This is an optimization exercise on Yosys and OpenROAD, whose aim is a short achievable clock period and few clock cycles, not a production implementation. The RTL was checked by simulation tests, not by an equivalence proof against the original design. No activity file was given, so power comes from the tool's default toggle rates.

Setup of south:
## CPU
module CPU(reset,
           clk,
           imem_addr,
           imem_data,
           dmem_addr,
           dmem_wdata,
           dmem_we,
           dmem_rdata);
    input reset;
    input clk;
    output [31:0] imem_addr;
    input [31:0] imem_data;
    output [31:0] dmem_addr;
    output [31:0] dmem_wdata;
    output dmem_we;
    input [31:0] dmem_rdata;
    wire        mispredict_EX;
    wire [31:0] redirect_pc_EX;
    wire        redirect_ID;
    wire [31:0] btarget_ID;
    wire [31:0] rtarget_ID;
    wire        stall_ID;
    reg  [31:0] pc;
    wire [31:0] pcp4_IF = pc + 32'd4;
    assign imem_addr = pc;
    wire [5:0] op_IF    = imem_data[31:26];
    wire [5:0] fn_IF    = imem_data[5:0];
    wire       rtype_IF = (op_IF == 6'h00);
    wire       jmp_IF   = (op_IF[5:1] == 5'b00001);                                    
    wire       link_IF  = (op_IF == 6'h03) || (rtype_IF && fn_IF == 6'h09);            
    wire [31:0] jtarget_IF = {pcp4_IF[31:28], imem_data[25:0], 2'b00};
    reg [31:0] shadow_ra;
    localparam NB = 8;
    localparam NR = 4;
    reg [NB-1:0] btb_v;
    reg [29:0]   btb_tag [0:NB-1];
    reg [29:0]   btb_tgt [0:NB-1];
    reg [2:0]    btb_ptr;
    reg [NR-1:0] ret_v;
    reg [29:0]   ret_tag [0:NR-1];
    reg [1:0]    ret_ptr;
    reg          btb_hit;
    reg [29:0]   btb_out;
    integer k;
    always @(*) begin
        btb_hit = 1'b0;
        btb_out = 30'b0;
        for (k = 0; k < NB; k = k + 1) begin
            if (btb_v[k] && btb_tag[k] == pc[31:2]) begin
                btb_hit = 1'b1;
                btb_out = btb_out | btb_tgt[k];
            end
        end
        for (k = 0; k < NR; k = k + 1) begin
            if (ret_v[k] && ret_tag[k] == pc[31:2]) begin
                btb_hit = 1'b1;
                btb_out = btb_out | shadow_ra[31:2];
            end
        end
    end
    wire        pred_IF  = btb_hit;
    wire        hold_IF  = redirect_ID | stall_ID | btb_hit;
  ...
export LEC_CHECK = 0
export CAP_MARGIN = 20
export CORE_MARGIN = 2
export CORE_UTILIZATION = 40
export SETUP_SLACK_MARGIN = 5
export SLEW_MARGIN = 20
export SYNTH_HIERARCHICAL = 1
create_clock -name core_clock -period 8.7 [get_ports {clk}]
standard.sh (not shown) runs the stock make flow with config.mk's settings and CLKGATE_MAP_FILE= SYNTH_SCRIPT=/design/flow/synth_recipe.tcl, a recipe that flattens the netlist after the stock synthesis.
==> flow/flow/run.sh <==
#!/bin/bash
# The standard layout, with stronger buffers on the ports: ORFS's default
# port buffer here is a slow delay cell, which sits on every path from an
# input (the memories' read data arrive 20% of the period after the edge).
# Every tool's output goes to standard.log and to ORFS's own logs under orfs/.
export BUFFER_PORTS_ARGS="-buffer_cell sky130_fd_sc_hd__buf_4"
bash standard.sh > standard.log 2>&1
status=$?
tail -20 standard.log
exit $status
south: full flow OK, the timing, DRC and antenna checks passed
Testbench counts of south, summed over its fixed seeds: cycles 29,751.
Changes in west relative to south:
==> flow/run.sh (new file) <==
#!/bin/bash
# synth_recipe.tcl (not shown) runs the flow's synth.tcl, then flattens the netlist and writes it again
# the make line also repeats each setting of config.mk as NAME=value (left out here)
make -C /OpenROAD-flow-scripts/flow DESIGN_CONFIG=/design/flow/config.mk WORK_HOME=/design/flow/orfs CLKGATE_MAP_FILE= SYNTH_SCRIPT=/design/flow/synth_recipe.tcl finish
removed: flow/flow/run.sh
removed: flow/standard.sh
[summary]
- Measured against each other, south and west differ in number of H-tree levels, the lower figure coming from west.
- Going from south to west, the post-layout total power was found to have gone up by 0.35 mW.
- Diff south -> west: count of clock buffers in the final design -3, final hold slack -0.029 ns, count of placed standard cells in the final layout, fillers left out +174.
- south vs west, worst setup path startpoint: b_EX[8]$_DFF_P_ vs b_EX[0]$_DFF_P_

---

CPU, a different RTL version from the one above (not shown whole).
For scale: ~160 I/O pins, about 110000 sq um of cells after synthesis.
## CPU
module CPU(reset,
           clk,
           imem_addr,
           imem_data,
           dmem_addr,
           dmem_wdata,
           dmem_we,
           dmem_rdata);
Settings: LEC_CHECK=0, CAP_MARGIN=20, CORE_MARGIN=2, CORE_UTILIZATION=40, SETUP_SLACK_MARGIN=5, SLEW_MARGIN=20, SYNTH_HIERARCHICAL=1; clock period 8.7 ns.
run.sh (not shown) runs the stock make flow with config.mk's settings and CLKGATE_MAP_FILE= SYNTH_SCRIPT=/design/flow/synth_recipe.tcl, a recipe that flattens the netlist after the stock synthesis.
Stock flow here: none of the scripts above is used.
The baseline completed with no timing, DRC or antenna violations.
Testbench counts at the start, summed over its fixed seeds: cycles 30,635.
Rerun with:
- SYNTH_HIERARCHICAL: 1 -> not set
Result: Sequential power stays flat. Clock skew came out higher by 0.018 ns. Setup slack degrades by 0.27 ns. Worst hold slack degrades by 0.013 ns. Design area came out lower by 2.4%. Routed wire length came out lower by 2.8%. Die area came out lower by 1.7%.

## port drivers added, routing unchanged
How much do the figures lean on ideal ports? The routed layouts below were timed once more, with nothing changed but the port constraints. Step 1, drivers: a clkbuf_16 drives clk and a buf_2 each remaining input, both assumed. Step 2 moves the port delays by t, midway between the first and last clock arrival at a register: inputs arrive t later, outputs are due t later. That takes back most of the time a late clock gives input paths. a / b / c = ideal / step 1 / step 2; a / b = the first two.
| run | shift t [ns] | setup WS [ns] | latest minus earliest clock arrival (ns) | cell pins on the clock port's net |
|---|---|---|---|---|
| south | 0.980 | 4.781 / 4.781 / 4.271 | 0.099 / 0.099 | 1 |
| west | 1.004 | 4.792 / 4.792 / 4.004 | 0.161 / 0.161 | 1 |
| the first run of note 2 | 0.934 | 4.826 / 4.826 / 4.362 | 0.101 / 0.101 | 1 |
| the second run of note 2 | 1.006 | 4.553 / 4.553 / 4.262 | 0.111 / 0.111 | 1 |
After both steps setup and hold are still met in every run listed. For west, which loses most, drivers alone change the setup slack by 0.000 ns; drivers and shift together by -0.788 ns.
